Source: an optimization exercise on an open RTL-to-GDS flow (aim: a short achievable clock period and few clock cycles). Production flows keep margins and buffers that such runs may drop. Only simulation tests tie the RTL to the original design; equivalence was not proved. Power and IR drop assume default switching activity.

### design/flow/config.mk
export PLATFORM = sky130hd
export DESIGN_NAME = mips
export DESIGN_NICKNAME = mips
export VERILOG_FILES = /design/flow/design.v
export SDC_FILE = /design/flow/constraint.sdc
export NUM_CORES = 4
export LEC_CHECK = 0
export CAP_MARGIN = 20
export CORE_MARGIN = 2
export CORE_UTILIZATION = 40
export SETUP_SLACK_MARGIN = 0.2
export SLEW_MARGIN = 20
### design/flow/constraint.sdc
create_clock -name core_clock -period 9.0 [get_ports {clk}]
set_input_delay 1.8000 -clock core_clock [delete_from_list [all_inputs] [get_ports {clk}]]
set_output_delay 1.8000 -clock core_clock [all_outputs]
set_load 0.01 [all_outputs]
### design/flow/design.v
module regfile(input         clk, 
               input         we, 
               input  [4:0]  ra1, ra2, wa, 
               input  [31:0] wd, 
               output [31:0] rd1, rd2);
  reg [31:0] rf[31:0];
  always @(posedge clk)
    if (we) rf[wa] <= wd;	
  assign rd1 = (ra1 != 0) ? rf[ra1] : 0;
  assign rd2 = (ra2 != 0) ? rf[ra2] : 0;
endmodule
module alu(input      [31:0] a, b, 
           input      [3:0]  alucont, 
           output reg [31:0] result,
           output            zero);
  wire [31:0] a2, b2, sum, slt;
  assign a2 = alucont[3] ? ~a:a;
  assign b2 = alucont[2] ? ~b:b; 
  assign sum = a2 + b2 + alucont[3] + alucont[2];
  assign slt = sum[31];
  always@(*)
    case(alucont[1:0])
      2'b00: result <= a2 & b2;
      2'b01: result <= a2 | b2;
      2'b10: result <= sum;
      2'b11: result <= slt;
    endcase
  assign zero = (result == 32'b0);
endmodule
module adder(input [31:0] a, b,
             output [31:0] y);
  assign y = a + b;
endmodule
module sl2(input  [31:0] a,
           output [31:0] y);
  assign y = {a[29:0], 2'b00};
endmodule
module sign_zero_ext(input      [15:0] a,
                     input             signext,
                     output reg [31:0] y);
   always @(*)
	begin
	   if (signext)  y <= {{16{a[15]}}, a[15:0]};
	   else          y <= {16'b0, a[15:0]};
	end
endmodule
module byte_addr(	input			[31:0] 	addr_in,
						input			 			loadbyte,
						output reg 	[31:0]	addr_out);
	always @(*)
	begin		
		if(loadbyte)
			addr_out <= {addr_in[31:2], 2'b00};
		else
			addr_out <= addr_in;
	end
endmodule
module word_to_byte(input		 [31:0] a,
						  input		 [1:0]  whichbyte,
						  input				  loadbyte,
						  output reg [31:0] y);
	always @(*)
	begin
		if(loadbyte)	
			case(whichbyte[1:0])
				2'b00: y <= {24'b0, a[7:0]};
				2'b01: y <= {24'b0, a[15:8]};
				2'b10: y <= {24'b0, a[23:16]};
				2'b11: y <= {24'b0, a[31:24]};
			endcase
		else				
			y <= a[31:0];
	end
endmodule
module shift_left_16(input      [31:0] a,
		               input         		shiftl16,
                     output reg [31:0] y);
   always @(*)
	begin
	   if (shiftl16) y = {a[15:0],16'b0};
	   else          y = a[31:0];
	end
endmodule
module flopr #(parameter WIDTH = 8)
              (input                  clk, reset,
               input      [WIDTH-1:0] d, 
               output reg [WIDTH-1:0] q);
  always @(posedge clk, posedge reset)
    if (reset) q <= 0;
    else       q <= d;
endmodule
module flopenr #(parameter WIDTH = 8)
                (input                  clk, reset,
                 input                  en,
                 input      [WIDTH-1:0] d, 
                 output reg [WIDTH-1:0] q);
  always @(posedge clk, posedge reset)
    if      (reset) q <= 0;
    else if (en)    q <= d;
endmodule
module mux2 #(parameter WIDTH = 8)
             (input  [WIDTH-1:0] d0, d1, 
              input              s, 
              output [WIDTH-1:0] y);
  assign y = s ? d1 : d0; 
endmodule
module mips(input         clk, reset,
            output [31:0] pc,
            input  [31:0] instr,
            output        memwrite,
            output [31:0] memaddr,
            output [31:0] memwritedata,
            input  [31:0] memreaddata);
  wire        signext, shiftl16, memtoreg, branch;
  wire        pcsrc, zero;
  wire        alusrc, regdst, regwrite, jump;
  wire 		  loadbyte; 
  wire [3:0]  alucontrol;
  wire [31:0] aluout;
  controller c(.op         (instr[31:26]), 
			      .funct      (instr[5:0]), 
					.zero       (zero),
               .signext    (signext), 
               .shiftl16   (shiftl16), 
               .memtoreg   (memtoreg), 
					.memwrite   (memwrite), 
					.pcsrc      (pcsrc),
               .alusrc     (alusrc), 
					.regdst     (regdst), 
					.regwrite   (regwrite),
					.loadbyte   (loadbyte),
					.jump       (jump),
               .alucontrol (alucontrol));
  datapath dp( .clk        (clk), 
			      .reset      (reset), 
					.signext    (signext), 
					.shiftl16   (shiftl16), 
					.memtoreg   (memtoreg), 
					.pcsrc      (pcsrc),
               .alusrc     (alusrc), 
					.regdst     (regdst), 
					.regwrite   (regwrite),
					.loadbyte   (loadbyte),
					.jump       (jump),
               .alucontrol (alucontrol),
               .zero       (zero), 
					.pc         (pc), 
					.instr      (instr),
               .aluout     (aluout), 
					.writedata  (memwritedata), 
					.readdata   (memreaddata));
	byte_addr ba(.addr_in(aluout),
					 .loadbyte(loadbyte),
					 .addr_out(memaddr));
endmodule
module controller(input  [5:0] op, funct,
                  input        zero,
                  output       signext,
                  output       shiftl16,
                  output       memtoreg, memwrite,
                  output       pcsrc, alusrc,
                  output       regdst, regwrite,
						output		 loadbyte,
                  output       jump,
                  output [3:0] alucontrol);
  wire [2:0] aluop;
  wire       branch;
  maindec md( .op    (op), 
			     .signext   (signext), 
			     .shiftl16  (shiftl16), 
			     .memtoreg  (memtoreg), 
				  .memwrite  (memwrite), 
				  .branch    (branch),
              .alusrc    (alusrc), 
				  .regdst    (regdst), 
				  .regwrite  (regwrite),
				  .loadbyte  (loadbyte), 
				  .jump      (jump),
              .aluop     (aluop));
  aludec  ad( .funct      (funct), 
			     .aluop      (aluop), 
				  .alucontrol (alucontrol));
  assign pcsrc = branch & zero;
endmodule
module maindec(input  [5:0] op,
               output       signext,
               output       shiftl16,
               output       memtoreg, memwrite,
               output       branch, alusrc,
               output       regdst, regwrite,
					output		 loadbyte,
               output       jump,
               output [2:0] aluop);
  reg [13:0] controls;
  assign {signext, shiftl16, regwrite, regdst, 
			 alusrc, branch, memwrite,
          memtoreg, loadbyte, jump, aluop} = controls;
  always @(*)
    case(op)
      6'b000000: controls <= 13'b0011000000100;  
      6'b100011: controls <= 13'b1010100100000;  
		6'b100100: controls <= 13'b1010100110000;  
      6'b101011: controls <= 13'b1000101000000;  
      6'b000100: controls <= 13'b1000010000001;  
      6'b001000, 
      6'b001001: controls <= 13'b1010100000000;  
      6'b001101: controls <= 13'b0010100000010;  
		6'b001100: controls <= 13'b0010100000011;  
      6'b001111: controls <= 13'b0110100000000;  
      6'b000010: controls <= 13'b0000000001000;  
      default:   controls <= 13'bxxxxxxxxxxxxx;  
    endcase
endmodule
module aludec(input      [5:0] funct,
              input      [2:0] aluop,
              output reg [3:0] alucontrol);
  always @(*)
    case(aluop)
      3'b000: alucontrol <= 4'b0010;   
      3'b001: alucontrol <= 4'b0110;   
      3'b010: alucontrol <= 4'b0001;   
		3'b011: alucontrol <= 4'b0000;   
      3'b100:  
				case(funct)             
					6'b100000,
					6'b100001: alucontrol <= 4'b0010;  
					6'b100010, 
					6'b100011: alucontrol <= 4'b0110;  
					6'b100100: alucontrol <= 4'b0000;  
					6'b100101: alucontrol <= 4'b0001;  
					6'b101010: alucontrol <= 4'b0111;  
					6'b100111: alucontrol <= 4'b1100;  
					default:   alucontrol <= 4'bxxxx;  
				endcase
		default: alucontrol <= 4'bxxxx;  
    endcase
endmodule
module datapath(input         clk, reset,
                input         signext,
                input         shiftl16,
                input         memtoreg, pcsrc,
                input         alusrc, regdst,
                input         regwrite, jump,
					 input			loadbyte,
                input  [3:0]  alucontrol,
                output        zero,
                output [31:0] pc,
                input  [31:0] instr,
                output [31:0] aluout, writedata,
                input  [31:0] readdata);
  wire [4:0]  writereg;
  wire [31:0] pcnext, pcnextbr, pcplus4, pcbranch;
  wire [31:0] signimm, signimmsh, shiftedimm;
  wire [31:0] srca, srcb;
  wire [31:0] result;
  wire [31:0] memdata;
  wire        shift;
  flopr #(32) pcreg (.clk   (clk), 
			            .reset (reset), 
						   .d     (pcnext), 
						   .q     (pc));
  adder       pcadd1 (.a (pc), 
			             .b (32'b100), 
						 	 .y (pcplus4));
  sl2         immsh (.a (signimm), 
			            .y (signimmsh));
  adder       pcadd2 (.a (pcplus4), 
			             .b (signimmsh), 
							 .y (pcbranch));
  mux2 #(32)  pcbrmux(.d0  (pcplus4), 
			             .d1  (pcbranch), 
							 .s   (pcsrc), 
							 .y   (pcnextbr));
  mux2 #(32)  pcmux (.d0   (pcnextbr), 
			            .d1   ({pcplus4[31:28], instr[25:0], 2'b00}), 
                     .s    (jump), 
							.y    (pcnext));
  regfile     rf(.clk     (clk), 
			        .we      (regwrite), 
					  .ra1     (instr[25:21]),
					  .ra2     (instr[20:16]), 
					  .wa      (writereg),
                 .wd      (result), 
					  .rd1     (srca), 
					  .rd2     (writedata));
  mux2 #(5)   wrmux(.d0  (instr[20:16]), 
			           .d1  (instr[15:11]), 
						  .s   (regdst), 
						  .y   (writereg));
  mux2 #(32)  resmux(.d0 (aluout), 
			            .d1 (memdata), 
							.s  (memtoreg), 
							.y  (result));
  sign_zero_ext  sze(.a       (instr[15:0]), 
			            .signext (signext),
			            .y       (signimm[31:0]));
  word_to_byte	  wtb(.a			  (readdata),
							.loadbyte  (loadbyte),
							.whichbyte (aluout[1:0]),
							.y			  (memdata));	
  shift_left_16 sl16(.a         (signimm[31:0]), 
			            .shiftl16  (shiftl16),
			            .y         (shiftedimm[31:0]));
  mux2 #(32)  srcbmux(.d0 (writedata), 
			             .d1 (shiftedimm[31:0]), 
							 .s  (alusrc), 
							 .y  (srcb));
  alu         alu( .a       (srca), 
			          .b       (srcb), 
						 .alucont (alucontrol),
						 .result  (aluout), 
						 .zero    (zero));
endmodule
### design/flow/run.sh
#!/bin/bash
# synth_recipe.tcl (not shown) runs the flow's synth.tcl, then flattens the netlist and writes it again
# the make line also repeats each setting of config.mk as NAME=value (left out here)
make -C /OpenROAD-flow-scripts/flow DESIGN_CONFIG=/design/flow/config.mk WORK_HOME=/design/flow/orfs CLKGATE_MAP_FILE= SYNTH_SCRIPT=/design/flow/synth_recipe.tcl finish
==> run notes <==
==> synthesized netlist by cell type (all sizes together), types with 7 or more instances <==
cell	n	area [um2]
mux2i	45	450.4
nand3	42	210.2
nor3	48	245.2
nand2	182	683.2
clkbuf	142	533.0
nand4	12	75.07
o31ai	9	67.56
edfxtp	1024	30750
a22oi	11	82.58
nand2b	13	81.33
o21bai	7	52.55
inv	96	360.4
and3	35	219.0
xnor2	84	735.7
mux4	634	14280
a31oi	8	50.05
o211ai	14	105.1
o21a	16	120.1
a21o	18	135.1
dfrtp	30	750.7
nor2	185	694.4
xor2	60	525.5
a21oi	148	740.7
nor2b	14	87.58
a22o	21	183.9
or3	7	43.79
mux2	11	131.4
o22ai	15	93.84
ha	123	1539
a211oi	22	165.2
o21ai	64	320.3
buf	95	411.6
==> cell type report <==
class	count	area share
sequential	1054	0.4628
multi-input combinational	1935	0.3485
timing repair buffer	712	0.09966
clock buffer	128	0.04050
tap	1794	0.03298
clock inverter	67	0.01011
inverter	97	0.005423
==> logic make-up after synthesis <==
group / count (synthesis) / share of synthesized area
multiplexers: 690 / 0.2668
XOR/XNOR: 144 / 0.02264
adder cells (fa/ha/maj): 126 / 0.02853
AND/OR/NAND/NOR: 578 / 0.04769
other: 1 / 0.00006732
AO/OA/AOI/OAI: 395 / 0.04531
flip-flops: 1054 / 0.5655
buffers and inverters: 334 / 0.02349
==> what timing repair did <==
item | 4_1_cts | 5_1_grt
endpoints found under the setup margin | 16 | 32
buffers inserted | 22 | 18
pin swaps | 6 | 20
gates cloned | 2 | 1
gates resized for setup | 37 | 101
==> worst max-delay path, cell delays in order <==
cell and delay (ps):
clkdlybuf4s50_1 560, or4b_1 480, o211ai_1 280, a211oi_2 170
and4_4 280, buf_12 180, xor2_2 200, ha_1 290
ha_1 330, a21oi_1 140, nor2b_1 90, or3_1 400
nor3_2 170, o31a_1 220, o21ai_0 120, xor2_1 170
a22oi_2 280, buf_4 210, inv_1 50, clkdlybuf4s50_1 470
==> through the flow <==
step	hold slack (ps)	area, um2	std cells
finish	601.2	68060	5787
global route	627.2	68060	5787
CTS	606.5	67450	5768
detailed placement	594.5	63640	5549
global placement	597.3	63600	5548
floorplan	623.8	55840	3323
==> path summary, 6_finish.rpt <==
kind / endpoint / slack (ps) / cells past startpoint / start
max reg2reg: dp.pcreg.q[6] / 2400 / 25 / dp.rf.rf[7][7]
min reg2reg: dp.pcreg.q[31] / 600 / 2 / dp.pcreg.q[31]
min in group asynchronous: dp.pcreg.q[27] / 1430 / 2 / reset
max: memaddr[11] / 280 / 20 / instr[27]
min: dp.pcreg.q[31] / 600 / 2 / dp.pcreg.q[31]
max in group asynchronous: dp.pcreg.q[2] / 6860 / 3 / reset
==> per-layer routing <==
| layer | up-vias | global-route usage |
|---|---|---|
| met5 | - | 0 |
| met4 | 2 | 0.08687 |
| met3 | 318 | 0.03993 |
| met2 | 1895 | 0.4260 |
| met1 | 18990 | 0.3579 |
| li1 | 14840 | - |
==> registers in the layout, indices dropped and copies added, names as in the netlist <==
| signal | cells |
|---|---|
| dp.rf.rf | 1024 |
| dp.pcreg.q | 30 |
==> power groups by stage <==
stage | logic, W | registers (W) | clock network (W)
after floorplan | 0.00254 | 0.00701 | 0
after global placement | 0.00505 | 0.00699 | 0
after detailed placement | 0.00508 | 0.00700 | 0
after CTS | 0.00513 | 0.00690 | 0.00448
after global routing | 0.00564 | 0.00692 | 0.00467
final | 0.00530 | 0.00689 | 0.00443
==> summary.txt <==
status: no timing/DRC/antenna violations
worst endpoint data arrival time: 6920 ps
Routed met3 length: 16.88 mm
DP Worst Slack: -394.3 ps
Num CTS Buffers: 107
Clk pwr share: 0.266
final hold viol count: 0
Synth Cell Area: 0.05570 mm2
DRC errors left: 0
layout cells sized above 1: 0.3782
most common cell after layout, fill and taps aside: edfxtp_1
Core Rows: 136
actual slew at the worst max-slew pin: 1173 ps
most frequent cells in the layout: edfxtp_1, mux4_2, buf_4
Post-Route WL: 186.3 mm
switching share of total power: 0.3149
core footprint: 0.1378 mm2
CTS Buffer Depth: 3
Sequential Power Share: 0.415
register area share after synthesis: 0.5655
WL met2: 89.05 mm
IO Pins: 163
Overall Power: 0.01662 W
Area Overhead vs Synth: 22.18%
Starting Density: 0.4041
Hold Path Class: reg2reg
Root Driver: clkbuf_16
initial DRC count: 4568
critical path capture point type: output pin
Worst Path Required: 7200 ps
CTS Hold Bufs: 0
DRT Pass-1 Iters: 6
Max Cap Viol: 0
FF+latch count, synth: 1054
RSZ-0062 raised after global routing: true
Post-Route Utilization: 0.4938
Tmin final: 8721 ps
Async SR Flop Fraction: 0.02846
Int Pwr: 0.01139 W
die area: 0.1423 mm2
Power Density: 244.2 mW/mm2
Filler cells: 11460
switching power: 0.005233 W
Worst Slack Setup Final: 279.1 ps
post-synthesis area per instance: 16.77 um2
relative slew slack: 0.2164
WS Path Type: in2out
wl on met1: 74.09 mm
sequential cell area: 0.03150 mm2
Slew Viols, Final: 0
DIE HEIGHT: 377.2 um
EDFF count, synth: 1024
top layer in use: met5
DR vias: 36050
Chip Width: 377.2 um
Leakage: 23.65 nW
number of buffers inserted by port buffering: 160
Worst-path clk slew: 60 ps
Comb power frac: 0.319
detailed-route vias per instance: 6.229
GR Util All Layers: 0.2606
GRT overflow: 0
clock sinks: 1054
H-tree depth: 3
Synth warnings: 9
CTS tree: built
Mapped Cells: 3322
final worst path period share: 0.9690
largest net degree at the start of global routing: 52
post-DP HPWL: 122.5 mm
Multi-input gate area: 0.02372 mm2
number of global-route vias before repair: 35800
initial antenna violation count: 4
post-synth cell types: 81
clock skew: 66.88 ps
CP Max Fanout: 23
fmax: 114.7 MHz
antenna-violating nets left: 0
peak supply drop: 179.3 uV
Final Setup Violations: 0
Clock Latency Late Sink: 760 ps
first-pass GRT wire length: 262.0 mm
# nets final: 4098
setup tns final: 0 ps
Placer Congestion: 0.9385
startpoint types: input port
Main synth FF type: edfxtp_1
antenna diode count: 0
routed length per instance: 32.19 um
Testbench counts, summed over its fixed seeds: cycles 59,620.

==> port drivers added, routing unchanged <==
Ports are ideal in the flow. The routed layout listed here was re-timed in OpenROAD. Step 1 assumes that a clkbuf_16 drives the clock port and a buf_2 every other input. Step 2 also shifts input and output timing later by t, the mid clock arrival at the registers, as if the neighbouring blocks saw the same clock. a / b / c = ideal / step 1 / step 2; a / b = the first two.
t, ns: 0.807
setup WS [ns]: 0.279 / 0.221 / 0.221
worst register clock-pin slew, ns: 0.07 / 0.07
After both steps this run still meets setup and hold. For this run, drivers alone change the setup slack by -0.058 ns; drivers and shift together by -0.058 ns.
